What follows belongs to an exercise in optimizing a design on an open flow for small area, a short achievable clock period and few clock cycles per item; a production flow would make more cautious choices. No functional check of the RTL was part of any run shown here.

==> flow/design.v (outline; a module is shown in full before it is edited, if it fits) <==
// module PE: 671 lines
// module systolic_array: 31 lines
// module systolic_array_top: 69 lines
module systolic_array_top #(
    parameter DATAWIDTH = 16,
    parameter N_SIZE = 3
) (
    input  logic clk,
    input  logic rst_n,
    input  logic valid_in,
    input  logic [N_SIZE*DATAWIDTH-1:0] matrix_a_in,    
    input  logic [N_SIZE*DATAWIDTH-1:0] matrix_b_in,    
    output logic valid_out,
    output logic [N_SIZE*DATAWIDTH*2-1:0] matrix_c_out
);
  // ...
==> flow/flow/run.sh <==
#!/bin/bash
# The standard layout, with timing repair aiming at a 3.5 ns period (setup
# margin 6.5 ns on the 10 ns clock) instead of the 10 ns period itself.
set -euo pipefail
bash standard.sh finish SETUP_SLACK_MARGIN=6.5 > flow.log 2>&1
==> flow/standard.sh <==
#!/bin/bash
# synth_recipe.tcl (not shown) runs the flow's synth.tcl, then flattens the netlist and writes it again
# the make line also repeats each setting of config.mk as NAME=value (left out here)
make -C /OpenROAD-flow-scripts/flow DESIGN_CONFIG=/design/flow/config.mk WORK_HOME=/design/flow/orfs CLKGATE_MAP_FILE= SYNTH_SCRIPT=/design/flow/synth_recipe.tcl "${@:-finish}"
==> flow/config.mk <==
export PLATFORM = sky130hd
export DESIGN_NAME = systolic_array_top
export DESIGN_NICKNAME = systolic_array_top
export VERILOG_FILES = /design/flow/design.v
export SDC_FILE = /design/flow/constraint.sdc
export NUM_CORES = 4
export LEC_CHECK = 0
export CAP_MARGIN = 20
export CORE_MARGIN = 2
export CORE_UTILIZATION = 40
export SLEW_MARGIN = 20
==> flow/constraint.sdc <==
create_clock -name core_clock -period 10.0 [get_ports {clk}]
set_input_delay 2.0000 -clock core_clock [delete_from_list [all_inputs] [get_ports {clk}]]
set_output_delay 2.0000 -clock core_clock [all_outputs]
set_load 0.01 [all_outputs]
==> results.toml, run 1 <==
[outcome]
outcome = "no timing/DRC/antenna violations"

[global_routing]
met3_usage_pct = 4.947
first_global_vias = 29459
grt_overflow = 0
grt.busiest_layer = "met2"

[finish]
final_cell_mix = "xnor2_1 (865), dfxtp_1 (511), a22oi_1 (358), xor2_1 (235), nand2_1 (219)"
nets = 4657
clock_area_share_pct = 4.609
stdcell_count = 5555
top_register = "b"
layout.nonclk_buf_share_pct = 6.285
seq_area_share_pct = 24.95
reg_top3 = "b: 144 flops, u_array.s_q: 96 flops, u_array.sum: 96 flops"
syn_to_final_growth_pct = 14.21

[timing]
maxSlewViolCount = 0
setup_viol = 0
finalHoldViolations = 0

[detailed_routing]
via_per_inst = 5.350
highest_layer = "met5"
routed_wl_um = 108300

[cts]
hold_buffers = 0
cts_buffers = 60
cts_setup_buffers = 8

[place]
placedCellCount = 5406
place_ws_ns = 5.900
place_area_sq_mm = 0.04255
gp_congestion = 0.8245

[synth]
synth_compound_area_share_pct = 13.72
yosysMostFrequentCell = "xnor2_1"
synth_cells = 4151
syn-cell-area_sq_mm = 0.03969
synthTopCellsByArea = "dfxtp_1 (28%), xnor2_1 (19%), fa_1 (8.9%), a22oi_1 (6.8%), xor2_1 (5.2%)"
synth_seq_cells = 558
synth-simple-area-share_pct = 7.849

[setup_path]
endpoint = "u_array.c_q[18]$_DFF_P_"
critical_path_buf_inv_count = 4
ff2ff_setup_slack_ns = 6.60

[floorplanning]
core-area_sq_mm = 0.09842

[job]
drv_cap = 0
==> module systolic_array, before the edit <==
module systolic_array (
    input  logic        clk,
    input  logic [1:0]  first,     
    input  logic [8:0]  one,
    input  logic [7:0]  two,
    input  logic [7:0]  neg,
    input  logic [47:0] b,
    output logic [95:0] sum
);
    logic [2:0][31:0] s_q, c_q, s_d, c_d;
    PE pe0 (
        .one(one), .two(two), .neg(neg), .b(b[15:0]),
        .first_s(first[0]), .first_c(first[0]),
        .s_q(s_q[0]), .c_q(c_q[0]), .s_out(s_d[0]), .c_out(c_d[0])
    );
    PE pe1 (
        .one(one), .two(two), .neg(neg), .b(b[31:16]),
        .first_s(first[1]), .first_c(first[1]),
        .s_q(s_q[1]), .c_q(c_q[1]), .s_out(s_d[1]), .c_out(c_d[1])
    );
    PE pe2 (
        .one(one), .two(two), .neg(neg), .b(b[47:32]),
        .first_s(first[0]), .first_c(first[1]),
        .s_q(s_q[2]), .c_q(c_q[2]), .s_out(s_d[2]), .c_out(c_d[2])
    );
    always_ff @(posedge clk) begin
        s_q <= s_d;
        c_q <= c_d;
        for (int j = 0; j < 3; j++) sum[32*j +: 32] <= s_q[j] + c_q[j];
    end
endmodule
==> run 2: changes to the inputs <==
==> flow/design.v (replaced) <==
module PE (
    input  logic [8:0]  one,
    input  logic [7:0]  two,
    input  logic [7:0]  neg,
    input  logic [15:0] b,
    input  logic        first_s,    
    input  logic        first_c,    
    input  logic [31:0] s_q,
    input  logic [31:0] c_q,
    output logic [31:0] s_out,
    output logic [31:0] c_out
);
    localparam logic [31:0] START = 32'h00020000;
    logic [31:0] s_in, c_in;
    assign s_in = first_s ? START : s_q;
    assign c_in = first_c ? 32'd0 : c_q;
    logic y1, y2, y3, y4, y5, y6, y7, y8, y9, y10, y11, y12, y13, y14, y15, y16, y17, nn18, y19, y20, y21, y22, y23, y24, y25, y26, y27, y28, y29, y30, y31, y32, y33, y34, y35, nn36, y37, y38, y39, y40, y41, y42, y43, y44, y45, y46, y47, y48, y49, y50, y51, y52, y53, nn54, y55, y56, y57, y58, y59, y60, y61, y62, y63, y64, y65, y66, y67, y68, y69, y70, y71, nn72, y73, y74, y75, y76, y77, y78, y79, y80, y81, y82, y83, y84, y85, y86, y87, y88, y89, nn90, y91, y92, y93, y94, y95, y96, y97, y98, y99, y100, y101, y102, y103, y104, y105, y106, y107, nn108, y109, y110, y111, y112, y113, y114, y115, y116, y117, y118, y119, y120, y121, y122, y123, y124, y125, nn126, y127, y128, y129, y130, y131, y132, y133, y134, y135, y136, y137, y138, y139, y140, y141, y142, y143, nn144, y145, y146, y147, y148, y149, y150, y151, y152, y153, y154, y155, y156, y157, y158, y159, y160, hs161, hc162, hs163, hc164, cx165, cx166, cx167, cs168, cc169, co170, cx171, cx172, cx173, cs174, cc175, co176, cx177, cx178, cx179, cs180, cc181, co182, hs183, hc184, cx185, cx186, cx187, cs188, cc189, co190, hs191, hc192, cx193, cx194, cx195, cs196, cc197, co198, cx199, fs200, fc201, cx202, cx203, cx204, cs205, cc206, co207, cx208, fs209, fc210, cx211, cx212, cx213, cs214, cc215, co216, hs217, hc218, cx219, cx220, cx221, cs222, cc223, co224, hs225, hc226, cx227, cx228, cx229, cs230, cc231, co232, cx233, cx234, cx235, cs236, cc237, co238, cx239, fs240, fc241, hs242, hc243, hs244, hc245, hs246, hc247, cx248, cx249, cx250, cs251, cc252, co253, cx254, cx255, cx256, cs257, cc258, co259, cx260, cx261, cx262, cs263, cc264, co265, hs266, hc267, cx268, cx269, cx270, cs271, cc272, co273, hs274, hc275, cx276, cx277, cx278, cs279, cc280, co281, cx282, cx283, cx284, cs285, cc286, co287, cx288, cx289, cx290, cs291, cc292, co293, cx294, cx295, cx296, cs297, cc298, co299, cx300, cx301, cx302, cs303, cc304, co305, cx306, cx307, cx308, cs309, cc310, co311, cx312, cx313, cx314, cs315, cc316, co317, cx318, cx319, cx320, cs321, cc322, co323, cx324, cx325, cx326, cs327, cc328, co329, cx330, cx331, cx332, cs333, cc334, co335, cx336, cx337, cx338, cs339, cc340, co341, cx342, cx343, cx344, cs345, cc346, co347, cx348, cx349, cx350, cs351, cc352, co353, cx354, cx355, cx356, cs357, cc358, co359, cx360, cx361, cx362, cs363, cc364, co365, cx366, cx367, cx368, cs369, cc370, co371, cx372, cx373, cx374, cs375, cc376, co377, cx378, cx379, cx380, cs381, cc382, co383, cx384, cx385, cx386, cs387, cc388, co389, cx390, cx391, cx392, cs393, cc394, co395, cx396, cx397, cx398, cs399, cc400, co401, cx402, cx403, cx404, cs405, cc406, co407, cx408, cx409, cx410, cs411, cc412, co413, cx414, cx415, cx416, cs417, cc418, co419, cx420, cx421, cx422, cs423, cc424, co425, cx426, cx427, cx428, cs429, cc430, co431, cx432, cx433, cx434, cs435, cc436, co437, cx438, cx439, cx440, cs441, cc442, co443, cx444, cx445, cx446, cs447, cc448, co449, cx450, cx451, cx452, cs453, cc454, co455, cx456, cx457, cx458, cs459, cc460, co461, cx462, cx463, cx464, cs465, cc466, co467, cx468, cx469, cx470, cs471, cc472, co473, cx474, cx475, cx476, cs477, cc478, co479, cx480, cx481, cx482, cs483, cc484, co485, cx486, cx487, cx488, cs489, cc490, co491, cx492, cx493, cx494, cs495, cc496, co497, cx498, fs499, fc500, cx501, cx502, cx503, cs504, cc505, co506, hs507, hc508, cx509, cx510, cx511, cs512, cc513, co514, cx515, cx516, cx517, cs518, cc519, co520, cx521, fs522, fc523, hs524, hc525, cx526, fs527, fc528, cx529, fs530, fc531, cx532, cx533, cx534, cs535, cc536, co537, cx538, cx539, cx540, cs541, cc542, co543, cx544, cx545, cx546, cs547, cc548, co549, cx550, cx551, cx552, cs553, cc554, co555, cx556, cx557, cx558, cs559, cc560, co561, cx562, cx563, cx564, cs565, cc566, co567, cx568, cx569, cx570, cs571, cc572, co573, cx574, cx575, cx576, cs577, cc578, co579, cx580, cx581, cx582, cs583, cc584, co585, cx586, cx587, cx588, cs589, cc590, co591, cx592, cx593, cx594, cs595, cc596, co597, cx598, cx599, cx600, cs601, cc602, co603, cx604, cx605, cx606, cs607, cc608, co609, cx610, cx611, cx612, cs613, cc614, co615, cx616, cx617, cx618, cs619, cc620, co621, cx622, cx623, cx624, cs625, cc626, co627, cx628, cx629, cx630, cs631, cc632, co633, cx634, cx635, cx636, cs637, cc638, co639, cx640, cx641, cx642, cs643, cc644, co645, cx646, cx647, cx648, cs649, cc650, co651, cx652, cx653, cx654, cs655, cc656, co657, cx658, cx659, cx660, cs661, cc662, co663, cx664, cx665, cx666, cs667, cc668, co669, cx670, cx671, cx672, cs673, cc674, co675, cx676, cx677, cx678, cs679, cc680, co681, cx682, cx683, cx684, cs685, cc686, co687, cx688, cx689, cx690, cs691, cc692, co693, cx694, cx695, cx696, cs697, cc698, co699, cx700, cx701, cx702, cs703, cc704, co705, cx706, cx707, cx708, cs709, cc710, co711;
    assign y1 = (one[0] & b[0]) ^ neg[0];
    assign y2 = ((one[0] & b[1]) | (two[0] & b[0])) ^ neg[0];
    assign y3 = ((one[0] & b[2]) | (two[0] & b[1])) ^ neg[0];
    assign y4 = ((one[0] & b[3]) | (two[0] & b[2])) ^ neg[0];
    assign y5 = ((one[0] & b[4]) | (two[0] & b[3])) ^ neg[0];
    assign y6 = ((one[0] & b[5]) | (two[0] & b[4])) ^ neg[0];
    assign y7 = ((one[0] & b[6]) | (two[0] & b[5])) ^ neg[0];
    assign y8 = ((one[0] & b[7]) | (two[0] & b[6])) ^ neg[0];
    assign y9 = ((one[0] & b[8]) | (two[0] & b[7])) ^ neg[0];
    assign y10 = ((one[0] & b[9]) | (two[0] & b[8])) ^ neg[0];
    assign y11 = ((one[0] & b[10]) | (two[0] & b[9])) ^ neg[0];
    assign y12 = ((one[0] & b[11]) | (two[0] & b[10])) ^ neg[0];
    assign y13 = ((one[0] & b[12]) | (two[0] & b[11])) ^ neg[0];
    assign y14 = ((one[0] & b[13]) | (two[0] & b[12])) ^ neg[0];
    assign y15 = ((one[0] & b[14]) | (two[0] & b[13])) ^ neg[0];
    assign y16 = ((one[0] & b[15]) | (two[0] & b[14])) ^ neg[0];
    assign y17 = (two[0] & b[15]) ^ neg[0];
    assign nn18 = ~neg[0];
    assign y19 = (one[1] & b[0]) ^ neg[1];
    assign y20 = ((one[1] & b[1]) | (two[1] & b[0])) ^ neg[1];
    assign y21 = ((one[1] & b[2]) | (two[1] & b[1])) ^ neg[1];
    assign y22 = ((one[1] & b[3]) | (two[1] & b[2])) ^ neg[1];
    assign y23 = ((one[1] & b[4]) | (two[1] & b[3])) ^ neg[1];
    assign y24 = ((one[1] & b[5]) | (two[1] & b[4])) ^ neg[1];
    assign y25 = ((one[1] & b[6]) | (two[1] & b[5])) ^ neg[1];
    assign y26 = ((one[1] & b[7]) | (two[1] & b[6])) ^ neg[1];
    assign y27 = ((one[1] & b[8]) | (two[1] & b[7])) ^ neg[1];
    assign y28 = ((one[1] & b[9]) | (two[1] & b[8])) ^ neg[1];
    assign y29 = ((one[1] & b[10]) | (two[1] & b[9])) ^ neg[1];
    assign y30 = ((one[1] & b[11]) | (two[1] & b[10])) ^ neg[1];
    assign y31 = ((one[1] & b[12]) | (two[1] & b[11])) ^ neg[1];
    assign y32 = ((one[1] & b[13]) | (two[1] & b[12])) ^ neg[1];
    assign y33 = ((one[1] & b[14]) | (two[1] & b[13])) ^ neg[1];
    assign y34 = ((one[1] & b[15]) | (two[1] & b[14])) ^ neg[1];
    assign y35 = (two[1] & b[15]) ^ neg[1];
    assign nn36 = ~neg[1];
    assign y37 = (one[2] & b[0]) ^ neg[2];
    assign y38 = ((one[2] & b[1]) | (two[2] & b[0])) ^ neg[2];
    assign y39 = ((one[2] & b[2]) | (two[2] & b[1])) ^ neg[2];
    assign y40 = ((one[2] & b[3]) | (two[2] & b[2])) ^ neg[2];
    assign y41 = ((one[2] & b[4]) | (two[2] & b[3])) ^ neg[2];
    assign y42 = ((one[2] & b[5]) | (two[2] & b[4])) ^ neg[2];
    assign y43 = ((one[2] & b[6]) | (two[2] & b[5])) ^ neg[2];
    assign y44 = ((one[2] & b[7]) | (two[2] & b[6])) ^ neg[2];
    assign y45 = ((one[2] & b[8]) | (two[2] & b[7])) ^ neg[2];
    assign y46 = ((one[2] & b[9]) | (two[2] & b[8])) ^ neg[2];
    assign y47 = ((one[2] & b[10]) | (two[2] & b[9])) ^ neg[2];
    assign y48 = ((one[2] & b[11]) | (two[2] & b[10])) ^ neg[2];
    assign y49 = ((one[2] & b[12]) | (two[2] & b[11])) ^ neg[2];
    assign y50 = ((one[2] & b[13]) | (two[2] & b[12])) ^ neg[2];
    assign y51 = ((one[2] & b[14]) | (two[2] & b[13])) ^ neg[2];
    assign y52 = ((one[2] & b[15]) | (two[2] & b[14])) ^ neg[2];
    assign y53 = (two[2] & b[15]) ^ neg[2];
    assign nn54 = ~neg[2];
    assign y55 = (one[3] & b[0]) ^ neg[3];
    assign y56 = ((one[3] & b[1]) | (two[3] & b[0])) ^ neg[3];
    assign y57 = ((one[3] & b[2]) | (two[3] & b[1])) ^ neg[3];
    assign y58 = ((one[3] & b[3]) | (two[3] & b[2])) ^ neg[3];
    assign y59 = ((one[3] & b[4]) | (two[3] & b[3])) ^ neg[3];
    assign y60 = ((one[3] & b[5]) | (two[3] & b[4])) ^ neg[3];
    assign y61 = ((one[3] & b[6]) | (two[3] & b[5])) ^ neg[3];
    assign y62 = ((one[3] & b[7]) | (two[3] & b[6])) ^ neg[3];
    assign y63 = ((one[3] & b[8]) | (two[3] & b[7])) ^ neg[3];
    assign y64 = ((one[3] & b[9]) | (two[3] & b[8])) ^ neg[3];
    assign y65 = ((one[3] & b[10]) | (two[3] & b[9])) ^ neg[3];
    assign y66 = ((one[3] & b[11]) | (two[3] & b[10])) ^ neg[3];
    assign y67 = ((one[3] & b[12]) | (two[3] & b[11])) ^ neg[3];
    assign y68 = ((one[3] & b[13]) | (two[3] & b[12])) ^ neg[3];
    assign y69 = ((one[3] & b[14]) | (two[3] & b[13])) ^ neg[3];
    assign y70 = ((one[3] & b[15]) | (two[3] & b[14])) ^ neg[3];
    assign y71 = (two[3] & b[15]) ^ neg[3];
    assign nn72 = ~neg[3];
    assign y73 = (one[4] & b[0]) ^ neg[4];
    assign y74 = ((one[4] & b[1]) | (two[4] & b[0])) ^ neg[4];
    assign y75 = ((one[4] & b[2]) | (two[4] & b[1])) ^ neg[4];
    assign y76 = ((one[4] & b[3]) | (two[4] & b[2])) ^ neg[4];
    assign y77 = ((one[4] & b[4]) | (two[4] & b[3])) ^ neg[4];
    assign y78 = ((one[4] & b[5]) | (two[4] & b[4])) ^ neg[4];
    assign y79 = ((one[4] & b[6]) | (two[4] & b[5])) ^ neg[4];
    assign y80 = ((one[4] & b[7]) | (two[4] & b[6])) ^ neg[4];
    assign y81 = ((one[4] & b[8]) | (two[4] & b[7])) ^ neg[4];
    assign y82 = ((one[4] & b[9]) | (two[4] & b[8])) ^ neg[4];
    assign y83 = ((one[4] & b[10]) | (two[4] & b[9])) ^ neg[4];
    assign y84 = ((one[4] & b[11]) | (two[4] & b[10])) ^ neg[4];
    assign y85 = ((one[4] & b[12]) | (two[4] & b[11])) ^ neg[4];
    assign y86 = ((one[4] & b[13]) | (two[4] & b[12])) ^ neg[4];
    assign y87 = ((one[4] & b[14]) | (two[4] & b[13])) ^ neg[4];
    assign y88 = ((one[4] & b[15]) | (two[4] & b[14])) ^ neg[4];
    assign y89 = (two[4] & b[15]) ^ neg[4];
    assign nn90 = ~neg[4];
    assign y91 = (one[5] & b[0]) ^ neg[5];
    assign y92 = ((one[5] & b[1]) | (two[5] & b[0])) ^ neg[5];
    assign y93 = ((one[5] & b[2]) | (two[5] & b[1])) ^ neg[5];
    assign y94 = ((one[5] & b[3]) | (two[5] & b[2])) ^ neg[5];
    assign y95 = ((one[5] & b[4]) | (two[5] & b[3])) ^ neg[5];
    assign y96 = ((one[5] & b[5]) | (two[5] & b[4])) ^ neg[5];
    assign y97 = ((one[5] & b[6]) | (two[5] & b[5])) ^ neg[5];
    assign y98 = ((one[5] & b[7]) | (two[5] & b[6])) ^ neg[5];
    assign y99 = ((one[5] & b[8]) | (two[5] & b[7])) ^ neg[5];
    assign y100 = ((one[5] & b[9]) | (two[5] & b[8])) ^ neg[5];
    assign y101 = ((one[5] & b[10]) | (two[5] & b[9])) ^ neg[5];
    assign y102 = ((one[5] & b[11]) | (two[5] & b[10])) ^ neg[5];
    assign y103 = ((one[5] & b[12]) | (two[5] & b[11])) ^ neg[5];
    assign y104 = ((one[5] & b[13]) | (two[5] & b[12])) ^ neg[5];
    assign y105 = ((one[5] & b[14]) | (two[5] & b[13])) ^ neg[5];
    assign y106 = ((one[5] & b[15]) | (two[5] & b[14])) ^ neg[5];
    assign y107 = (two[5] & b[15]) ^ neg[5];
    assign nn108 = ~neg[5];
    assign y109 = (one[6] & b[0]) ^ neg[6];
    assign y110 = ((one[6] & b[1]) | (two[6] & b[0])) ^ neg[6];
    assign y111 = ((one[6] & b[2]) | (two[6] & b[1])) ^ neg[6];
    assign y112 = ((one[6] & b[3]) | (two[6] & b[2])) ^ neg[6];
    assign y113 = ((one[6] & b[4]) | (two[6] & b[3])) ^ neg[6];
    assign y114 = ((one[6] & b[5]) | (two[6] & b[4])) ^ neg[6];
    assign y115 = ((one[6] & b[6]) | (two[6] & b[5])) ^ neg[6];
    assign y116 = ((one[6] & b[7]) | (two[6] & b[6])) ^ neg[6];
    assign y117 = ((one[6] & b[8]) | (two[6] & b[7])) ^ neg[6];
    assign y118 = ((one[6] & b[9]) | (two[6] & b[8])) ^ neg[6];
    assign y119 = ((one[6] & b[10]) | (two[6] & b[9])) ^ neg[6];
    assign y120 = ((one[6] & b[11]) | (two[6] & b[10])) ^ neg[6];
    assign y121 = ((one[6] & b[12]) | (two[6] & b[11])) ^ neg[6];
    assign y122 = ((one[6] & b[13]) | (two[6] & b[12])) ^ neg[6];
    assign y123 = ((one[6] & b[14]) | (two[6] & b[13])) ^ neg[6];
    assign y124 = ((one[6] & b[15]) | (two[6] & b[14])) ^ neg[6];
    assign y125 = (two[6] & b[15]) ^ neg[6];
    assign nn126 = ~neg[6];
    assign y127 = (one[7] & b[0]) ^ neg[7];
    assign y128 = ((one[7] & b[1]) | (two[7] & b[0])) ^ neg[7];
    assign y129 = ((one[7] & b[2]) | (two[7] & b[1])) ^ neg[7];
    assign y130 = ((one[7] & b[3]) | (two[7] & b[2])) ^ neg[7];
    assign y131 = ((one[7] & b[4]) | (two[7] & b[3])) ^ neg[7];
    assign y132 = ((one[7] & b[5]) | (two[7] & b[4])) ^ neg[7];
    assign y133 = ((one[7] & b[6]) | (two[7] & b[5])) ^ neg[7];
    assign y134 = ((one[7] & b[7]) | (two[7] & b[6])) ^ neg[7];
    assign y135 = ((one[7] & b[8]) | (two[7] & b[7])) ^ neg[7];
    assign y136 = ((one[7] & b[9]) | (two[7] & b[8])) ^ neg[7];
    assign y137 = ((one[7] & b[10]) | (two[7] & b[9])) ^ neg[7];
    assign y138 = ((one[7] & b[11]) | (two[7] & b[10])) ^ neg[7];
    assign y139 = ((one[7] & b[12]) | (two[7] & b[11])) ^ neg[7];
    assign y140 = ((one[7] & b[13]) | (two[7] & b[12])) ^ neg[7];
    assign y141 = ((one[7] & b[14]) | (two[7] & b[13])) ^ neg[7];
    assign y142 = ((one[7] & b[15]) | (two[7] & b[14])) ^ neg[7];
    assign y143 = (two[7] & b[15]) ^ neg[7];
    assign nn144 = ~neg[7];
    assign y145 = one[8] & b[0];
    assign y146 = one[8] & b[1];
    assign y147 = one[8] & b[2];
    assign y148 = one[8] & b[3];
    assign y149 = one[8] & b[4];
    assign y150 = one[8] & b[5];
    assign y151 = one[8] & b[6];
    assign y152 = one[8] & b[7];
    assign y153 = one[8] & b[8];
    assign y154 = one[8] & b[9];
    assign y155 = one[8] & b[10];
    assign y156 = one[8] & b[11];
    assign y157 = one[8] & b[12];
    assign y158 = one[8] & b[13];
    assign y159 = one[8] & b[14];
    assign y160 = one[8] & b[15];
    assign hs161 = neg[5] ^ y11;
    assign hc162 = neg[5] & y11;
    assign hs163 = y12 ^ y28;
    assign hc164 = y12 & y28;
    assign cx165 = neg[6] ^ y13;
    assign cx166 = y29 ^ y45;
    assign cx167 = cx165 ^ cx166;
    assign co170 = cx165 ? y29 : neg[6];
    assign cs168 = cx167;
    assign cc169 = cx167 ? 1'b0 : y45;
    assign cx171 = y14 ^ y30;
    assign cx172 = y46 ^ y62;
    assign cx173 = cx171 ^ cx172;
    assign co176 = cx171 ? y46 : y14;
    assign cs174 = cx173;
    assign cc175 = cx173 ? 1'b0 : y62;
    assign cx177 = neg[7] ^ y15;
    assign cx178 = y31 ^ y47;
    assign cx179 = cx177 ^ cx178;
    assign co182 = cx177 ? y31 : neg[7];
    assign cs180 = cx179 ^ co176;
    assign cc181 = cx179 ? co176 : y47;
    assign hs183 = y63 ^ y79;
    assign hc184 = y63 & y79;
    assign cx185 = y16 ^ y32;
    assign cx186 = y48 ^ y64;
    assign cx187 = cx185 ^ cx186;
    assign co190 = cx185 ? y48 : y16;
    assign cs188 = cx187 ^ co182;
    assign cc189 = cx187 ? co182 : y64;
    assign hs191 = y80 ^ y96;
    assign hc192 = y80 & y96;
    assign cx193 = y17 ^ y33;
    assign cx194 = y49 ^ y65;
    assign cx195 = cx193 ^ cx194;
    assign co198 = cx193 ? y49 : y17;
    assign cs196 = cx195 ^ co190;
    assign cc197 = cx195 ? co190 : y65;
    assign cx199 = y81 ^ y97;
    assign fs200 = cx199 ^ y113;
    assign fc201 = cx199 ? y113 : y81;
    assign cx202 = nn18 ^ y34;
    assign cx203 = y50 ^ y66;
    assign cx204 = cx202 ^ cx203;
    assign co207 = cx202 ? y50 : nn18;
    assign cs205 = cx204 ^ co198;
    assign cc206 = cx204 ? co198 : y66;
    assign cx208 = y82 ^ y98;
    assign fs209 = cx208 ^ y114;
    assign fc210 = cx208 ? y114 : y82;
    assign cx211 = y35 ^ y51;
    assign cx212 = y67 ^ y83;
    assign cx213 = cx211 ^ cx212;
    assign co216 = cx211 ? y67 : y35;
    assign cs214 = cx213 ^ co207;
    assign cc215 = cx213 ? co207 : y83;
    assign hs217 = y99 ^ y115;
    assign hc218 = y99 & y115;
    assign cx219 = nn36 ^ y52;
    assign cx220 = y68 ^ y84;
    assign cx221 = cx219 ^ cx220;
    assign co224 = cx219 ? y68 : nn36;
    assign cs222 = cx221 ^ co216;
    assign cc223 = cx221 ? co216 : y84;
    assign hs225 = y100 ^ y116;
    assign hc226 = y100 & y116;
    assign cx227 = y53 ^ y69;
    assign cx228 = y85 ^ y101;
    assign cx229 = cx227 ^ cx228;
    assign co232 = cx227 ? y85 : y53;
    assign cs230 = cx229 ^ co224;
    assign cc231 = cx229 ? co224 : y101;
    assign cx233 = nn54 ^ y70;
    assign cx234 = y86 ^ y102;
    assign cx235 = cx233 ^ cx234;
    assign co238 = cx233 ? y86 : nn54;
    assign cs236 = cx235;
    assign cc237 = cx235 ? 1'b0 : y102;
    assign cx239 = y71 ^ y87;
    assign fs240 = cx239 ^ y103;
    assign fc241 = cx239 ? y103 : y71;
    assign hs242 = nn72 ^ y88;
    assign hc243 = nn72 & y88;
    assign hs244 = neg[1] ^ y3;
    assign hc245 = neg[1] & y3;
    assign hs246 = y4 ^ y20;
    assign hc247 = y4 & y20;
    assign cx248 = neg[2] ^ y5;
    assign cx249 = y21 ^ y37;
    assign cx250 = cx248 ^ cx249;
    assign co253 = cx248 ? y21 : neg[2];
    assign cs251 = cx250;
    assign cc252 = cx250 ? 1'b0 : y37;
    assign cx254 = y6 ^ y22;
    assign cx255 = y38 ^ co253;
    assign cx256 = cx254 ^ cx255;
    assign co259 = cx254 ? y38 : y6;
    assign cs257 = cx256;
    assign cc258 = cx256 ? 1'b0 : co253;
    assign cx260 = neg[3] ^ y7;
    assign cx261 = y23 ^ y39;
    assign cx262 = cx260 ^ cx261;
    assign co265 = cx260 ? y23 : neg[3];
    assign cs263 = cx262 ^ co259;
    assign cc264 = cx262 ? co259 : y39;
    assign hs266 = y55 ^ s_in[6];
    assign hc267 = y55 & s_in[6];
    assign cx268 = y8 ^ y24;
    assign cx269 = y40 ^ y56;
    assign cx270 = cx268 ^ cx269;
    assign co273 = cx268 ? y40 : y8;
    assign cs271 = cx270 ^ co265;
    assign cc272 = cx270 ? co265 : y56;
    assign hs274 = s_in[7] ^ c_in[7];
    assign hc275 = s_in[7] & c_in[7];
    assign cx276 = neg[4] ^ y9;
    assign cx277 = y25 ^ y41;
    assign cx278 = cx276 ^ cx277;
    assign co281 = cx276 ? y25 : neg[4];
    assign cs279 = cx278 ^ co273;
    assign cc280 = cx278 ? co273 : y41;
    assign cx282 = y57 ^ y73;
    assign cx283 = s_in[8] ^ c_in[8];
    assign cx284 = cx282 ^ cx283;
    assign co287 = cx282 ? s_in[8] : y57;
    assign cs285 = cx284;
    assign cc286 = cx284 ? 1'b0 : c_in[8];
    assign cx288 = y10 ^ y26;
    assign cx289 = y42 ^ y58;
    assign cx290 = cx288 ^ cx289;
    assign co293 = cx288 ? y42 : y10;
    assign cs291 = cx290 ^ co281;
    assign cc292 = cx290 ? co281 : y58;
    assign cx294 = y74 ^ s_in[9];
    assign cx295 = c_in[9] ^ co287;
    assign cx296 = cx294 ^ cx295;
    assign co299 = cx294 ? c_in[9] : y74;
    assign cs297 = cx296;
    assign cc298 = cx296 ? 1'b0 : co287;
    assign cx300 = y27 ^ y43;
    assign cx301 = y59 ^ y75;
    assign cx302 = cx300 ^ cx301;
    assign co305 = cx300 ? y59 : y27;
    assign cs303 = cx302 ^ co293;
    assign cc304 = cx302 ? co293 : y75;
    assign cx306 = y91 ^ hs161;
    assign cx307 = s_in[10] ^ c_in[10];
    assign cx308 = cx306 ^ cx307;
    assign co311 = cx306 ? s_in[10] : y91;
    assign cs309 = cx308 ^ co299;
    assign cc310 = cx308 ? co299 : c_in[10];
    assign cx312 = y44 ^ y60;
    assign cx313 = y76 ^ y92;
    assign cx314 = cx312 ^ cx313;
    assign co317 = cx312 ? y76 : y44;
    assign cs315 = cx314 ^ co305;
    assign cc316 = cx314 ? co305 : y92;
    assign cx318 = hc162 ^ hs163;
    assign cx319 = s_in[11] ^ c_in[11];
    assign cx320 = cx318 ^ cx319;
    assign co323 = cx318 ? s_in[11] : hc162;
    assign cs321 = cx320 ^ co311;
    assign cc322 = cx320 ? co311 : c_in[11];
    assign cx324 = y61 ^ y77;
    assign cx325 = y93 ^ y109;
    assign cx326 = cx324 ^ cx325;
    assign co329 = cx324 ? y93 : y61;
    assign cs327 = cx326 ^ co317;
    assign cc328 = cx326 ? co317 : y109;
    assign cx330 = hc164 ^ cs168;
    assign cx331 = s_in[12] ^ c_in[12];
    assign cx332 = cx330 ^ cx331;
    assign co335 = cx330 ? s_in[12] : hc164;
    assign cs333 = cx332 ^ co323;
    assign cc334 = cx332 ? co323 : c_in[12];
    assign cx336 = y78 ^ y94;
    assign cx337 = y110 ^ cs174;
    assign cx338 = cx336 ^ cx337;
    assign co341 = cx336 ? y110 : y78;
    assign cs339 = cx338 ^ co329;
    assign cc340 = cx338 ? co329 : cs174;
    assign cx342 = co170 ^ cc169;
    assign cx343 = s_in[13] ^ c_in[13];
    assign cx344 = cx342 ^ cx343;
    assign co347 = cx342 ? s_in[13] : co170;
    assign cs345 = cx344 ^ co335;
    assign cc346 = cx344 ? co335 : c_in[13];
    assign cx348 = y95 ^ y111;
    assign cx349 = y127 ^ hs183;
    assign cx350 = cx348 ^ cx349;
    assign co353 = cx348 ? y127 : y95;
    assign cs351 = cx350 ^ co341;
    assign cc352 = cx350 ? co341 : hs183;
    assign cx354 = cc175 ^ cs180;
    assign cx355 = s_in[14] ^ c_in[14];
    assign cx356 = cx354 ^ cx355;
    assign co359 = cx354 ? s_in[14] : cc175;
    assign cs357 = cx356 ^ co347;
    assign cc358 = cx356 ? co347 : c_in[14];
    assign cx360 = y112 ^ y128;
    assign cx361 = hc184 ^ hs191;
    assign cx362 = cx360 ^ cx361;
    assign co365 = cx360 ? hc184 : y112;
    assign cs363 = cx362 ^ co353;
    assign cc364 = cx362 ? co353 : hs191;
    assign cx366 = cs188 ^ s_in[15];
    assign cx367 = c_in[15] ^ cc181;
    assign cx368 = cx366 ^ cx367;
    assign co371 = cx366 ? c_in[15] : cs188;
    assign cs369 = cx368 ^ co359;
    assign cc370 = cx368 ? co359 : cc181;
    assign cx372 = y129 ^ y145;
    assign cx373 = hc192 ^ fs200;
    assign cx374 = cx372 ^ cx373;
    assign co377 = cx372 ? hc192 : y129;
    assign cs375 = cx374 ^ co365;
    assign cc376 = cx374 ? co365 : fs200;
    assign cx378 = cs196 ^ s_in[16];
    assign cx379 = c_in[16] ^ cc189;
    assign cx380 = cx378 ^ cx379;
    assign co383 = cx378 ? c_in[16] : cs196;
    assign cs381 = cx380 ^ co371;
    assign cc382 = cx380 ? co371 : cc189;
    assign cx384 = y130 ^ y146;
    assign cx385 = fs209 ^ fc201;
    assign cx386 = cx384 ^ cx385;
    assign co389 = cx384 ? fs209 : y130;
    assign cs387 = cx386 ^ co377;
    assign cc388 = cx386 ? co377 : fc201;
    assign cx390 = cs205 ^ s_in[17];
    assign cx391 = c_in[17] ^ cc197;
    assign cx392 = cx390 ^ cx391;
    assign co395 = cx390 ? c_in[17] : cs205;
    assign cs393 = cx392 ^ co383;
    assign cc394 = cx392 ? co383 : cc197;
    assign cx396 = y131 ^ y147;
    assign cx397 = hs217 ^ fc210;
    assign cx398 = cx396 ^ cx397;
    assign co401 = cx396 ? hs217 : y131;
    assign cs399 = cx398 ^ co389;
    assign cc400 = cx398 ? co389 : fc210;
    assign cx402 = cs214 ^ s_in[18];
    assign cx403 = c_in[18] ^ cc206;
    assign cx404 = cx402 ^ cx403;
    assign co407 = cx402 ? c_in[18] : cs214;
    assign cs405 = cx404 ^ co395;
    assign cc406 = cx404 ? co395 : cc206;
    assign cx408 = y132 ^ y148;
    assign cx409 = hc218 ^ hs225;
    assign cx410 = cx408 ^ cx409;
    assign co413 = cx408 ? hc218 : y132;
    assign cs411 = cx410 ^ co401;
    assign cc412 = cx410 ? co401 : hs225;
    assign cx414 = cs222 ^ s_in[19];
    assign cx415 = c_in[19] ^ cc215;
    assign cx416 = cx414 ^ cx415;
    assign co419 = cx414 ? c_in[19] : cs222;
    assign cs417 = cx416 ^ co407;
    assign cc418 = cx416 ? co407 : cc215;
    assign cx420 = y117 ^ y133;
    assign cx421 = y149 ^ hc226;
    assign cx422 = cx420 ^ cx421;
    assign co425 = cx420 ? y149 : y117;
    assign cs423 = cx422 ^ co413;
    assign cc424 = cx422 ? co413 : hc226;
    assign cx426 = cs230 ^ s_in[20];
    assign cx427 = c_in[20] ^ cc223;
    assign cx428 = cx426 ^ cx427;
    assign co431 = cx426 ? c_in[20] : cs230;
    assign cs429 = cx428 ^ co419;
    assign cc430 = cx428 ? co419 : cc223;
    assign cx432 = y118 ^ y134;
    assign cx433 = y150 ^ cs236;
    assign cx434 = cx432 ^ cx433;
    assign co437 = cx432 ? y150 : y118;
    assign cs435 = cx434 ^ co425;
    assign cc436 = cx434 ? co425 : cs236;
    assign cx438 = co232 ^ s_in[21];
    assign cx439 = c_in[21] ^ cc231;
    assign cx440 = cx438 ^ cx439;
    assign co443 = cx438 ? c_in[21] : co232;
    assign cs441 = cx440 ^ co431;
    assign cc442 = cx440 ? co431 : cc231;
    assign cx444 = y119 ^ y135;
    assign cx445 = y151 ^ fs240;
    assign cx446 = cx444 ^ cx445;
    assign co449 = cx444 ? y151 : y119;
    assign cs447 = cx446 ^ co437;
    assign cc448 = cx446 ? co437 : fs240;
    assign cx450 = co238 ^ cc237;
    assign cx451 = s_in[22] ^ c_in[22];
    assign cx452 = cx450 ^ cx451;
    assign co455 = cx450 ? s_in[22] : co238;
    assign cs453 = cx452 ^ co443;
    assign cc454 = cx452 ? co443 : c_in[22];
    assign cx456 = y104 ^ y120;
    assign cx457 = y136 ^ y152;
    assign cx458 = cx456 ^ cx457;
    assign co461 = cx456 ? y136 : y104;
    assign cs459 = cx458 ^ co449;
    assign cc460 = cx458 ? co449 : y152;
    assign cx462 = hs242 ^ fc241;
    assign cx463 = s_in[23] ^ c_in[23];
    assign cx464 = cx462 ^ cx463;
    assign co467 = cx462 ? s_in[23] : hs242;
    assign cs465 = cx464 ^ co455;
    assign cc466 = cx464 ? co455 : c_in[23];
    assign cx468 = y89 ^ y105;
    assign cx469 = y121 ^ y137;
    assign cx470 = cx468 ^ cx469;
    assign co473 = cx468 ? y121 : y89;
    assign cs471 = cx470 ^ co461;
    assign cc472 = cx470 ? co461 : y137;
    assign cx474 = y153 ^ hc243;
    assign cx475 = s_in[24] ^ c_in[24];
    assign cx476 = cx474 ^ cx475;
    assign co479 = cx474 ? s_in[24] : y153;
    assign cs477 = cx476 ^ co467;
    assign cc478 = cx476 ? co467 : c_in[24];
    assign cx480 = nn90 ^ y106;
    assign cx481 = y122 ^ y138;
    assign cx482 = cx480 ^ cx481;
    assign co485 = cx480 ? y122 : nn90;
    assign cs483 = cx482 ^ co473;
    assign cc484 = cx482 ? co473 : y138;
    assign cx486 = y154 ^ s_in[25];
    assign cx487 = c_in[25] ^ co479;
    assign cx488 = cx486 ^ cx487;
    assign co491 = cx486 ? c_in[25] : y154;
    assign cs489 = cx488;
    assign cc490 = cx488 ? 1'b0 : co479;
    assign cx492 = y107 ^ y123;
    assign cx493 = y139 ^ y155;
    assign cx494 = cx492 ^ cx493;
    assign co497 = cx492 ? y139 : y107;
    assign cs495 = cx494 ^ co485;
    assign cc496 = cx494 ? co485 : y155;
    assign cx498 = s_in[26] ^ c_in[26];
    assign fs499 = cx498 ^ co491;
    assign fc500 = cx498 ? co491 : s_in[26];
    assign cx501 = nn108 ^ y124;
    assign cx502 = y140 ^ y156;
    assign cx503 = cx501 ^ cx502;
    assign co506 = cx501 ? y140 : nn108;
    assign cs504 = cx503 ^ co497;
    assign cc505 = cx503 ? co497 : y156;
    assign hs507 = s_in[27] ^ c_in[27];
    assign hc508 = s_in[27] & c_in[27];
    assign cx509 = y125 ^ y141;
    assign cx510 = y157 ^ s_in[28];
    assign cx511 = cx509 ^ cx510;
    assign co514 = cx509 ? y157 : y125;
    assign cs512 = cx511 ^ co506;
    assign cc513 = cx511 ? co506 : s_in[28];
    assign cx515 = nn126 ^ y142;
    assign cx516 = y158 ^ co514;
    assign cx517 = cx515 ^ cx516;
    assign co520 = cx515 ? y158 : nn126;
    assign cs518 = cx517;
    assign cc519 = cx517 ? 1'b0 : co514;
    assign cx521 = y143 ^ y159;
    assign fs522 = cx521 ^ co520;
    assign fc523 = cx521 ? co520 : y143;
    assign hs524 = nn144 ^ y160;
    assign hc525 = nn144 & y160;
    assign cx526 = neg[0] ^ y1;
    assign fs527 = cx526 ^ s_in[0];
    assign fc528 = cx526 ? s_in[0] : neg[0];
    assign cx529 = y2 ^ s_in[1];
    assign fs530 = cx529 ^ c_in[1];
    assign fc531 = cx529 ? c_in[1] : y2;
    assign cx532 = y19 ^ hs244;
    assign cx533 = s_in[2] ^ c_in[2];
    assign cx534 = cx532 ^ cx533;
    assign co537 = cx532 ? s_in[2] : y19;
    assign cs535 = cx534;
    assign cc536 = cx534 ? 1'b0 : c_in[2];
    assign cx538 = hc245 ^ hs246;
    assign cx539 = s_in[3] ^ c_in[3];
    assign cx540 = cx538 ^ cx539;
    assign co543 = cx538 ? s_in[3] : hc245;
    assign cs541 = cx540 ^ co537;
    assign cc542 = cx540 ? co537 : c_in[3];
    assign cx544 = hc247 ^ cs251;
    assign cx545 = s_in[4] ^ c_in[4];
    assign cx546 = cx544 ^ cx545;
    assign co549 = cx544 ? s_in[4] : hc247;
    assign cs547 = cx546 ^ co543;
    assign cc548 = cx546 ? co543 : c_in[4];
    assign cx550 = cc252 ^ s_in[5];
    assign cx551 = c_in[5] ^ cs257;
    assign cx552 = cx550 ^ cx551;
    assign co555 = cx550 ? c_in[5] : cc252;
    assign cs553 = cx552 ^ co549;
    assign cc554 = cx552 ? co549 : cs257;
    assign cx556 = cs263 ^ c_in[6];
    assign cx557 = hs266 ^ cc258;
    assign cx558 = cx556 ^ cx557;
    assign co561 = cx556 ? hs266 : cs263;
    assign cs559 = cx558 ^ co555;
    assign cc560 = cx558 ? co555 : cc258;
    assign cx562 = cs271 ^ cc264;
    assign cx563 = hc267 ^ hs274;
    assign cx564 = cx562 ^ cx563;
    assign co567 = cx562 ? hc267 : cs271;
    assign cs565 = cx564 ^ co561;
    assign cc566 = cx564 ? co561 : hs274;
    assign cx568 = cs279 ^ cc272;
    assign cx569 = hc275 ^ cs285;
    assign cx570 = cx568 ^ cx569;
    assign co573 = cx568 ? hc275 : cs279;
    assign cs571 = cx570 ^ co567;
    assign cc572 = cx570 ? co567 : cs285;
    assign cx574 = cs291 ^ cc280;
    assign cx575 = cc286 ^ cs297;
    assign cx576 = cx574 ^ cx575;
    assign co579 = cx574 ? cc286 : cs291;
    assign cs577 = cx576 ^ co573;
    assign cc578 = cx576 ? co573 : cs297;
    assign cx580 = cs303 ^ cc292;
    assign cx581 = cs309 ^ cc298;
    assign cx582 = cx580 ^ cx581;
    assign co585 = cx580 ? cs309 : cs303;
    assign cs583 = cx582 ^ co579;
    assign cc584 = cx582 ? co579 : cc298;
    assign cx586 = cs315 ^ cc304;
    assign cx587 = cs321 ^ cc310;
    assign cx588 = cx586 ^ cx587;
    assign co591 = cx586 ? cs321 : cs315;
    assign cs589 = cx588 ^ co585;
    assign cc590 = cx588 ? co585 : cc310;
    assign cx592 = cs327 ^ cc316;
    assign cx593 = cs333 ^ cc322;
    assign cx594 = cx592 ^ cx593;
    assign co597 = cx592 ? cs333 : cs327;
    assign cs595 = cx594 ^ co591;
    assign cc596 = cx594 ? co591 : cc322;
    assign cx598 = cc328 ^ cs339;
    assign cx599 = cs345 ^ cc334;
    assign cx600 = cx598 ^ cx599;
    assign co603 = cx598 ? cs345 : cc328;
    assign cs601 = cx600 ^ co597;
    assign cc602 = cx600 ? co597 : cc334;
    assign cx604 = cs351 ^ cc340;
    assign cx605 = cs357 ^ cc346;
    assign cx606 = cx604 ^ cx605;
    assign co609 = cx604 ? cs357 : cs351;
    assign cs607 = cx606 ^ co603;
    assign cc608 = cx606 ? co603 : cc346;
    assign cx610 = cs363 ^ cc352;
    assign cx611 = cs369 ^ cc358;
    assign cx612 = cx610 ^ cx611;
    assign co615 = cx610 ? cs369 : cs363;
    assign cs613 = cx612 ^ co609;
    assign cc614 = cx612 ? co609 : cc358;
    assign cx616 = cc364 ^ cs375;
    assign cx617 = cs381 ^ cc370;
    assign cx618 = cx616 ^ cx617;
    assign co621 = cx616 ? cs381 : cc364;
    assign cs619 = cx618 ^ co615;
    assign cc620 = cx618 ? co615 : cc370;
    assign cx622 = cc376 ^ cs387;
    assign cx623 = cs393 ^ cc382;
    assign cx624 = cx622 ^ cx623;
    assign co627 = cx622 ? cs393 : cc376;
    assign cs625 = cx624 ^ co621;
    assign cc626 = cx624 ? co621 : cc382;
    assign cx628 = cs399 ^ cc388;
    assign cx629 = cs405 ^ cc394;
    assign cx630 = cx628 ^ cx629;
    assign co633 = cx628 ? cs405 : cs399;
    assign cs631 = cx630 ^ co627;
    assign cc632 = cx630 ? co627 : cc394;
    assign cx634 = cs411 ^ cc400;
    assign cx635 = cs417 ^ cc406;
    assign cx636 = cx634 ^ cx635;
    assign co639 = cx634 ? cs417 : cs411;
    assign cs637 = cx636 ^ co633;
    assign cc638 = cx636 ? co633 : cc406;
    assign cx640 = cs423 ^ cc412;
    assign cx641 = cs429 ^ cc418;
    assign cx642 = cx640 ^ cx641;
    assign co645 = cx640 ? cs429 : cs423;
    assign cs643 = cx642 ^ co639;
    assign cc644 = cx642 ? co639 : cc418;
    assign cx646 = cc424 ^ cs435;
    assign cx647 = cs441 ^ cc430;
    assign cx648 = cx646 ^ cx647;
    assign co651 = cx646 ? cs441 : cc424;
    assign cs649 = cx648 ^ co645;
    assign cc650 = cx648 ? co645 : cc430;
    assign cx652 = cs447 ^ cc436;
    assign cx653 = cs453 ^ cc442;
    assign cx654 = cx652 ^ cx653;
    assign co657 = cx652 ? cs453 : cs447;
    assign cs655 = cx654 ^ co651;
    assign cc656 = cx654 ? co651 : cc442;
    assign cx658 = cs459 ^ cc448;
    assign cx659 = cs465 ^ cc454;
    assign cx660 = cx658 ^ cx659;
    assign co663 = cx658 ? cs465 : cs459;
    assign cs661 = cx660 ^ co657;
    assign cc662 = cx660 ? co657 : cc454;
    assign cx664 = cs471 ^ cc460;
    assign cx665 = cs477 ^ cc466;
    assign cx666 = cx664 ^ cx665;
    assign co669 = cx664 ? cs477 : cs471;
    assign cs667 = cx666 ^ co663;
    assign cc668 = cx666 ? co663 : cc466;
    assign cx670 = cs483 ^ cc472;
    assign cx671 = cc478 ^ cs489;
    assign cx672 = cx670 ^ cx671;
    assign co675 = cx670 ? cc478 : cs483;
    assign cs673 = cx672 ^ co669;
    assign cc674 = cx672 ? co669 : cs489;
    assign cx676 = cs495 ^ cc484;
    assign cx677 = fs499 ^ cc490;
    assign cx678 = cx676 ^ cx677;
    assign co681 = cx676 ? fs499 : cs495;
    assign cs679 = cx678 ^ co675;
    assign cc680 = cx678 ? co675 : cc490;
    assign cx682 = cs504 ^ cc496;
    assign cx683 = hs507 ^ fc500;
    assign cx684 = cx682 ^ cx683;
    assign co687 = cx682 ? hs507 : cs504;
    assign cs685 = cx684 ^ co681;
    assign cc686 = cx684 ? co681 : fc500;
    assign cx688 = c_in[28] ^ cc505;
    assign cx689 = hc508 ^ cs512;
    assign cx690 = cx688 ^ cx689;
    assign co693 = cx688 ? hc508 : c_in[28];
    assign cs691 = cx690 ^ co687;
    assign cc692 = cx690 ? co687 : cs512;
    assign cx694 = s_in[29] ^ c_in[29];
    assign cx695 = cs518 ^ cc513;
    assign cx696 = cx694 ^ cx695;
    assign co699 = cx694 ? cs518 : s_in[29];
    assign cs697 = cx696 ^ co693;
    assign cc698 = cx696 ? co693 : cc513;
    assign cx700 = fs522 ^ s_in[30];
    assign cx701 = c_in[30] ^ cc519;
    assign cx702 = cx700 ^ cx701;
    assign co705 = cx700 ? c_in[30] : fs522;
    assign cs703 = cx702 ^ co699;
    assign cc704 = cx702 ? co699 : cc519;
    assign cx706 = hs524 ^ s_in[31];
    assign cx707 = c_in[31] ^ fc523;
    assign cx708 = cx706 ^ cx707;
    assign co711 = cx706 ? c_in[31] : hs524;
    assign cs709 = cx708 ^ co705;
    assign cc710 = cx708 ? co705 : fc523;
    assign s_out = {cc704, cc698, cc692, cc686, cc680, cc674, cc668, cc662, cc656, cc650, cc644, cc638, cc632, cc626, cc620, cc614, cc608, cc602, cc596, cc590, cc584, cc578, cc572, cc566, cc560, cc554, cc548, cc542, cc536, fc531, fc528, fs527};
    assign c_out = {cs709, cs703, cs697, cs691, cs685, cs679, cs673, cs667, cs661, cs655, cs649, cs643, cs637, cs631, cs625, cs619, cs613, cs607, cs601, cs595, cs589, cs583, cs577, cs571, cs565, cs559, cs553, cs547, cs541, cs535, fs530, c_in[0]};
endmodule
module systolic_array (
    input  logic        clk,
    input  logic [1:0]  first,     
    input  logic [8:0]  one,
    input  logic [7:0]  two,
    input  logic [7:0]  neg,
    input  logic [47:0] b,
    output logic [95:0] sum
);
    logic [2:0][31:0] s_q, c_q, s_d, c_d;
    logic [95:0]      sum_d;
    genvar j;
    generate
        for (j = 0; j < 3; j++) begin : g_add
            adder32 add (.a(s_q[j]), .b(c_q[j]), .y(sum_d[32*j +: 32]));
        end
    endgenerate
    PE pe0 (
        .one(one), .two(two), .neg(neg), .b(b[15:0]),
        .first_s(first[0]), .first_c(first[0]),
        .s_q(s_q[0]), .c_q(c_q[0]), .s_out(s_d[0]), .c_out(c_d[0])
    );
    PE pe1 (
        .one(one), .two(two), .neg(neg), .b(b[31:16]),
        .first_s(first[1]), .first_c(first[1]),
        .s_q(s_q[1]), .c_q(c_q[1]), .s_out(s_d[1]), .c_out(c_d[1])
    );
    PE pe2 (
        .one(one), .two(two), .neg(neg), .b(b[47:32]),
        .first_s(first[0]), .first_c(first[1]),
        .s_q(s_q[2]), .c_q(c_q[2]), .s_out(s_d[2]), .c_out(c_d[2])
    );
    always_ff @(posedge clk) begin
        s_q <= s_d;
        c_q <= c_d;
        sum <= sum_d;
    end
endmodule
module adder32 (
    input  logic [31:0] a,
    input  logic [31:0] b,
    output logic [31:0] y
);
    logic [31:0] g0, p0;
    assign g0 = a & b;
    assign p0 = a ^ b;
    logic g1, p1;
    assign g1 = g0[1] | (p0[1] & g0[0]);
    assign p1 = p0[1] & p0[0];
    logic g2, p2;
    assign g2 = g0[3] | (p0[3] & g0[2]);
    assign p2 = p0[3] & p0[2];
    logic g3, p3;
    assign g3 = g0[5] | (p0[5] & g0[4]);
    assign p3 = p0[5] & p0[4];
    logic g4, p4;
    assign g4 = g0[7] | (p0[7] & g0[6]);
    assign p4 = p0[7] & p0[6];
    logic g5, p5;
    assign g5 = g0[9] | (p0[9] & g0[8]);
    assign p5 = p0[9] & p0[8];
    logic g6, p6;
    assign g6 = g0[11] | (p0[11] & g0[10]);
    assign p6 = p0[11] & p0[10];
    logic g7, p7;
    assign g7 = g0[13] | (p0[13] & g0[12]);
    assign p7 = p0[13] & p0[12];
    logic g8, p8;
    assign g8 = g0[15] | (p0[15] & g0[14]);
    assign p8 = p0[15] & p0[14];
    logic g9, p9;
    assign g9 = g0[17] | (p0[17] & g0[16]);
    assign p9 = p0[17] & p0[16];
    logic g10, p10;
    assign g10 = g0[19] | (p0[19] & g0[18]);
    assign p10 = p0[19] & p0[18];
    logic g11, p11;
    assign g11 = g0[21] | (p0[21] & g0[20]);
    assign p11 = p0[21] & p0[20];
    logic g12, p12;
    assign g12 = g0[23] | (p0[23] & g0[22]);
    assign p12 = p0[23] & p0[22];
    logic g13, p13;
    assign g13 = g0[25] | (p0[25] & g0[24]);
    assign p13 = p0[25] & p0[24];
    logic g14, p14;
    assign g14 = g0[27] | (p0[27] & g0[26]);
    assign p14 = p0[27] & p0[26];
    logic g15, p15;
    assign g15 = g0[29] | (p0[29] & g0[28]);
    assign p15 = p0[29] & p0[28];
    logic g16, p16;
    assign g16 = g0[31] | (p0[31] & g0[30]);
    assign p16 = p0[31] & p0[30];
    logic g17, p17;
    assign g17 = g2 | (p2 & g1);
    assign p17 = p2 & p1;
    logic g18, p18;
    assign g18 = g4 | (p4 & g3);
    assign p18 = p4 & p3;
    logic g19, p19;
    assign g19 = g6 | (p6 & g5);
    assign p19 = p6 & p5;
    logic g20, p20;
    assign g20 = g8 | (p8 & g7);
    assign p20 = p8 & p7;
    logic g21, p21;
    assign g21 = g10 | (p10 & g9);
    assign p21 = p10 & p9;
    logic g22, p22;
    assign g22 = g12 | (p12 & g11);
    assign p22 = p12 & p11;
    logic g23, p23;
    assign g23 = g14 | (p14 & g13);
    assign p23 = p14 & p13;
    logic g24, p24;
    assign g24 = g16 | (p16 & g15);
    assign p24 = p16 & p15;
    logic g25, p25;
    assign g25 = g18 | (p18 & g17);
    assign p25 = p18 & p17;
    logic g26, p26;
    assign g26 = g20 | (p20 & g19);
    assign p26 = p20 & p19;
    logic g27, p27;
    assign g27 = g22 | (p22 & g21);
    assign p27 = p22 & p21;
    logic g28, p28;
    assign g28 = g24 | (p24 & g23);
    assign p28 = p24 & p23;
    logic g29, p29;
    assign g29 = g26 | (p26 & g25);
    assign p29 = p26 & p25;
    logic g30, p30;
    assign g30 = g28 | (p28 & g27);
    assign p30 = p28 & p27;
    logic g31, p31;
    assign g31 = g30 | (p30 & g29);
    assign p31 = p30 & p29;
    logic g32, p32;
    assign g32 = g27 | (p27 & g29);
    assign p32 = p27 & p29;
    logic g33, p33;
    assign g33 = g19 | (p19 & g25);
    assign p33 = p19 & p25;
    logic g34, p34;
    assign g34 = g21 | (p21 & g29);
    assign p34 = p21 & p29;
    logic g35, p35;
    assign g35 = g23 | (p23 & g32);
    assign p35 = p23 & p32;
    logic g36, p36;
    assign g36 = g3 | (p3 & g17);
    assign p36 = p3 & p17;
    logic g37, p37;
    assign g37 = g5 | (p5 & g25);
    assign p37 = p5 & p25;
    logic g38, p38;
    assign g38 = g7 | (p7 & g33);
    assign p38 = p7 & p33;
    logic g39, p39;
    assign g39 = g9 | (p9 & g29);
    assign p39 = p9 & p29;
    logic g40, p40;
    assign g40 = g11 | (p11 & g34);
    assign p40 = p11 & p34;
    logic g41, p41;
    assign g41 = g13 | (p13 & g32);
    assign p41 = p13 & p32;
    logic g42, p42;
    assign g42 = g15 | (p15 & g35);
    assign p42 = p15 & p35;
    logic g43, p43;
    assign g43 = g0[2] | (p0[2] & g1);
    assign p43 = p0[2] & p1;
    logic g44, p44;
    assign g44 = g0[4] | (p0[4] & g17);
    assign p44 = p0[4] & p17;
    logic g45, p45;
    assign g45 = g0[6] | (p0[6] & g36);
    assign p45 = p0[6] & p36;
    logic g46, p46;
    assign g46 = g0[8] | (p0[8] & g25);
    assign p46 = p0[8] & p25;
    logic g47, p47;
    assign g47 = g0[10] | (p0[10] & g37);
    assign p47 = p0[10] & p37;
    logic g48, p48;
    assign g48 = g0[12] | (p0[12] & g33);
    assign p48 = p0[12] & p33;
    logic g49, p49;
    assign g49 = g0[14] | (p0[14] & g38);
    assign p49 = p0[14] & p38;
    logic g50, p50;
    assign g50 = g0[16] | (p0[16] & g29);
    assign p50 = p0[16] & p29;
    logic g51, p51;
    assign g51 = g0[18] | (p0[18] & g39);
    assign p51 = p0[18] & p39;
    logic g52, p52;
    assign g52 = g0[20] | (p0[20] & g34);
    assign p52 = p0[20] & p34;
    logic g53, p53;
    assign g53 = g0[22] | (p0[22] & g40);
    assign p53 = p0[22] & p40;
    logic g54, p54;
    assign g54 = g0[24] | (p0[24] & g32);
    assign p54 = p0[24] & p32;
    logic g55, p55;
    assign g55 = g0[26] | (p0[26] & g41);
    assign p55 = p0[26] & p41;
    logic g56, p56;
    assign g56 = g0[28] | (p0[28] & g35);
    assign p56 = p0[28] & p35;
    logic g57, p57;
    assign g57 = g0[30] | (p0[30] & g42);
    assign p57 = p0[30] & p42;
    assign y[0] = p0[0];
    assign y[1] = p0[1] ^ g0[0];
    assign y[2] = p0[2] ^ g1;
    assign y[3] = p0[3] ^ g43;
    assign y[4] = p0[4] ^ g17;
    assign y[5] = p0[5] ^ g44;
    assign y[6] = p0[6] ^ g36;
    assign y[7] = p0[7] ^ g45;
    assign y[8] = p0[8] ^ g25;
    assign y[9] = p0[9] ^ g46;
    assign y[10] = p0[10] ^ g37;
    assign y[11] = p0[11] ^ g47;
    assign y[12] = p0[12] ^ g33;
    assign y[13] = p0[13] ^ g48;
    assign y[14] = p0[14] ^ g38;
    assign y[15] = p0[15] ^ g49;
    assign y[16] = p0[16] ^ g29;
    assign y[17] = p0[17] ^ g50;
    assign y[18] = p0[18] ^ g39;
    assign y[19] = p0[19] ^ g51;
    assign y[20] = p0[20] ^ g34;
    assign y[21] = p0[21] ^ g52;
    assign y[22] = p0[22] ^ g40;
    assign y[23] = p0[23] ^ g53;
    assign y[24] = p0[24] ^ g32;
    assign y[25] = p0[25] ^ g54;
    assign y[26] = p0[26] ^ g41;
    assign y[27] = p0[27] ^ g55;
    assign y[28] = p0[28] ^ g35;
    assign y[29] = p0[29] ^ g56;
    assign y[30] = p0[30] ^ g42;
    assign y[31] = p0[31] ^ g57;
endmodule
module systolic_array_top #(
    parameter DATAWIDTH = 16,
    parameter N_SIZE = 3
) (
    input  logic clk,
    input  logic rst_n,
    input  logic valid_in,
    input  logic [N_SIZE*DATAWIDTH-1:0] matrix_a_in,    
    input  logic [N_SIZE*DATAWIDTH-1:0] matrix_b_in,    
    output logic valid_out,
    output logic [N_SIZE*DATAWIDTH*2-1:0] matrix_c_out
);
    logic [3:0] cnt;
    logic       first_c, first_k;
    logic [2:0] k;
    always_ff @(posedge clk) begin
        first_c <= (cnt == 4'd0 && valid_in) || cnt == 4'd3 || cnt == 4'd6;
        k       <= cnt == 4'd0 ? 3'b001 : {k[1:0], k[2]};
    end
    assign first_k = k[0];
    always_ff @(posedge clk, negedge rst_n) begin
        if (!rst_n) begin
            cnt       <= 4'd0;
            valid_out <= 1'b0;
        end else begin
            if (cnt == 4'd0) begin
                if (valid_in) cnt <= 4'd1;
            end else if (cnt != 4'd11) begin
                cnt <= cnt + 4'd1;
            end
            valid_out <= cnt == 4'd4 || cnt == 4'd7 || cnt == 4'd10;
        end
    end
    logic [15:0]      a_next;
    logic [16:0]      a_pad;
    logic [2:0][15:0] a1, a2;
    logic [2:0][47:0] b;
    logic [8:0]       one;
    logic [7:0]       two, neg;
    assign a_next = valid_in ? matrix_a_in[15:0] : a1[2];
    assign a_pad  = {a_next, 1'b0};
    always_ff @(posedge clk) begin
        for (int i = 0; i < 8; i++) begin
            one[i] <= a_pad[2*i+1] ^ a_pad[2*i];
            two[i] <= (a_pad[2*i+2] & ~a_pad[2*i+1] & ~a_pad[2*i])
                    | (~a_pad[2*i+2] & a_pad[2*i+1] & a_pad[2*i]);
            neg[i] <= a_pad[2*i+2];
        end
        one[8] <= a_next[15];
        a1[0] <= valid_in ? matrix_a_in[31:16] : a2[2];
        a1[1] <= a1[0];
        a1[2] <= a1[1];
        a2[0] <= matrix_a_in[47:32];
        a2[1] <= a2[0];
        a2[2] <= a2[1];
        b[0]  <= valid_in ? matrix_b_in : b[2];
        b[1]  <= b[0];
        b[2]  <= b[1];
    end
    systolic_array u_array (
        .clk  (clk),
        .first({first_k, first_c}),
        .one  (one),
        .two  (two),
        .neg  (neg),
        .b    (b[0]),
        .sum  (matrix_c_out)
    );
endmodule
==> flow/flow/run.sh (replaced) <==
#!/bin/bash
# The standard layout, with timing repair aiming at a 3.5 ns period (setup
# margin 6.5 ns on the 10 ns clock) instead of the 10 ns period itself, and
# the port buffers made with buf_2 cells.
set -euo pipefail
bash standard.sh finish SETUP_SLACK_MARGIN=6.5 "BUFFER_PORTS_ARGS=-buffer_cell sky130_fd_sc_hd__buf_2" > flow.log 2>&1
==> results.toml, run 2 <==
[outcome]
outcome = "no timing/DRC/antenna violations"

[synth]
mappedNetlistNets = 4900
synth_compound_area_share_pct = 14.46
synth.top_cells.by_count = "xnor2_1 (1059), dfxtp_1 (553), a22oi_1 (358)"
ys_types = 86
dominantRegCellSynth = "dfxtp_1"
synth_cells = 4630
syn-cell-area_sq_mm = 0.04262
yosysTopAreaCell = "dfxtp_1"
synth-simple-area-share_pct = 8.372
synth_edf_count = 0
yosysMostFrequentCell = "xnor2_1"
avgSynthCellArea_sq_um = 9.205
synth_seq_area_share_pct = 26.27
synth_top_family_by_area = "XOR/XNOR gates"
synth_top_area_share_pct = 25.97
ys_warn_count = 2
synth_adder_area_share_pct = 12.66
synthTopCellsByArea = "dfxtp_1 (26%), xnor2_1 (22%), a22oi_1 (6.3%), maj3_1 (6.1%), xor2_1 (5.1%)"
synth_xor_area_share_pct = 30.56
synthMuxAreaShare_pct = 2.953
async_flop_share_pct = 0.8961
synth_seq_cells = 558

[floorplanning]
io_pins = 196
dieArea_sq_mm = 0.1092
die_w_um = 330.4
fp.dieH_um = 330.4
fp-row-count = 119
start_util_pct = 40.43
core-area_sq_mm = 0.1054

[detailed_routing]
vias = 33534
drt_pass1_iterations = 6
routed_wl_um = 125200
remaining_drc_errors = 0
ant_nets = 0
drt-initial-drc-count = 2944
via_per_inst = 5.452
wl_per_cell_um = 20.36

[setup_path]
crit_type = "flop to flop"
path_cells = "buf_12 -> buf_8 -> xnor2_1 -> xnor3_1 -> xnor3_1 -> xnor2_1 -> and2_1 -> nor2_1 -> xor2_1 -> maj3_1 -> maj3_1"
start_kind = "flop"
critPathSlowestCell = "dfxtp_4"
cp_slowest_stage_delay_ns = 0.43
required_ns = 10.51
critical_path.top_delay_family = "XOR/XNOR gates"
crit_fanout = 26
critical_path_buf_inv_count = 2
end_kind = "flop"
crit_arrival_ns = 3.96

[cts]
clockRootBuffer = "clkbuf_16"
h-tree-depth = 3
clock-sinks = 558
cts_tree = "yes"
clk_latency_ns = 0.65
cts_buffers = 69
cts_buffer_depth = 3
clkTransAtPathRegs_ns = 0.06

[timing]
setup_viol = 0
fin_ws_ns = 6.550
worst_pin_slew_ns = 0.9214
slew_headroom_pct = 38.57
fin_crit_sh_pct = 34.50
skew_ns = 0.04068
max_freq_mhz = 289.8
rsz0062_at_grt = "true"
period_minus_slack_ns = 3.450
finalHoldViolations = 0
whs_ns = 0.3159
setup-tns-final_ns = 0
maxSlewViolCount = 0

[global_routing]
grt_max_degree = 65
grt_pass1_wl_um = 190100
grt_antenna_before_repair = 5
grt_use_total_pct = 22.24
grt_overflow = 0
first_global_vias = 32711

[finish]
fin_area_sq_mm = 0.04787
final_cell_mix = "xnor2_1 (1047), dfxtp_1 (505), a22oi_1 (357), nand2_1 (289), nor2_1 (264)"
syn_to_final_growth_pct = 12.33
fillCellCount = 10223
regArea_sq_mm = 0.01131
final_layout_size_suffix_gt1_share_pct = 14.16
reg_top3 = "b: 144 flops, u_array.s_q: 96 flops, u_array.sum: 96 flops"
nets = 4976
multi_input_area_sq_mm = 0.02969
largest_register_ffs = 144
top_register = "b"
final_common_cell = "xnor2_1"

[job]
drv_cap = 0

[place]
numPortBuffers = 195
place_area_sq_mm = 0.04436
dp.final_hpwl_um = 82430
gp_congestion = 0.8478
place_ws_ns = 5.797

[hold_path]
min_path_type = "flop to flop"
-- run 2: changes by cell type after synthesis, sizes merged, moves of 33 or more --
cell and change:
buf +67, clkbuf -62, fa -132, ha -38
maj3 +83, nand2 +70, nor2 +124, nor2b -41
xnor2 +221, xnor3 +33
-- run 2: worst reg2reg max path, stage by stage, from the launching register on --
cell	delay (ns)
dfxtp_4	0.43
buf_12	0.22
buf_8	0.35
xnor2_1	0.22
xnor3_1	0.40
xnor3_1	0.41
xnor2_1	0.21
and2_1	0.17
nor2_1	0.05
xor2_1	0.16
maj3_1	0.39
maj3_1	0.33
-- run 2: layout make-up --
type,instances,share of cell area (%)
Multi-Input combinational cell,3656,62.01
Sequential cell,558,23.62
Timing Repair Buffer,282,4.540
Clock buffer,100,4.432
Tap cell,1391,3.635
Inverter,139,1.090
Clock inverter,24,0.6743
Antenna cell,1,0.005227
-- run 2: path summary, 6_finish.rpt --
check,end,from,cells after the start,slack (ns)
min reg2reg,b[132]$_DFF_P_,b[84]$_DFF_P_,0,0.32
max reg2reg,u_array.s_q[85]$_DFF_P_,neg[3]$_DFF_P_,11,6.55
min in group asynchronous,valid_out$_DFF_PN0_,rst_n,1,1.18
max in group asynchronous,cnt[3]$_DFFE_PN0P_,rst_n,1,8.69
min,b[132]$_DFF_P_,b[84]$_DFF_P_,0,0.32
max,u_array.s_q[85]$_DFF_P_,neg[3]$_DFF_P_,11,6.55
-- run 2: stage by stage --
step | utilization [%] | cells
after CTS | 44.82 | 6132
after global placement | 42.08 | 5999
after global routing | 45.41 | 6150
after floorplan | - | 4630
final | 45.41 | 6151
after detailed placement | 42.08 | 5999
-- run 2: metal layers --
metal	routed length, um	up-vias	GRT usage [%]	share of wire [%]
li1	-	15942	-	-
met1	57650	15984	31.52	46
met2	52600	1351	33.73	42
met3	10870	247	4.354	8.7
met4	4023	10	7.250	3.2
met5	63	-	0	0.050
-- run 2: repair_timing --
item                                    4_1_cts  5_1_grt
hold buffers                                  0        0
endpoints found under the setup margin      101       69
gates cloned                                  0        7
gates resized for setup                      82       78
pin swaps                                     1        8
setup buffers                                 9       11
-- run 2: cells by family (layout without fill, tap and decap cells) --
logic type / after synthesis / in the layout
xor+xnor: 1386 / 1386
flops: 558 / 558
buf+inv: 416 / 545
mux: 116 / 116
simple gates: 798 / 798
fa+ha+maj: 459 / 459
compound gates: 897 / 897
other cells: 0 / 1

==> re-timing with driven ports <==
In the flow no input, the clock included, has a driving cell. The finished layouts below were timed again as built, in two steps.
Step 1: set_driving_cell puts a clkbuf_16 on clk and a buf_2 on each other input, an assumption about the parent block.
Step 2, shift: input delay + t, output delay - t, t = (earliest + latest rising clock arrival at the registers) / 2. This alone moves slack from input paths to output paths.
a / b / c = ideal ports / drivers / drivers and shift; a / b = the first two.
run	t, ns	setup slack, ns	clock arrival spread, ns
run 1	0.728	6.601 / 6.601 / 6.088	0.033 / 0.033
run 2	0.700	6.550 / 6.550 / 6.029	0.049 / 0.049
After both steps setup and hold are still met in every run listed. For run 2, which loses most, drivers alone change the setup slack by 0.000 ns; drivers and shift together by -0.521 ns.
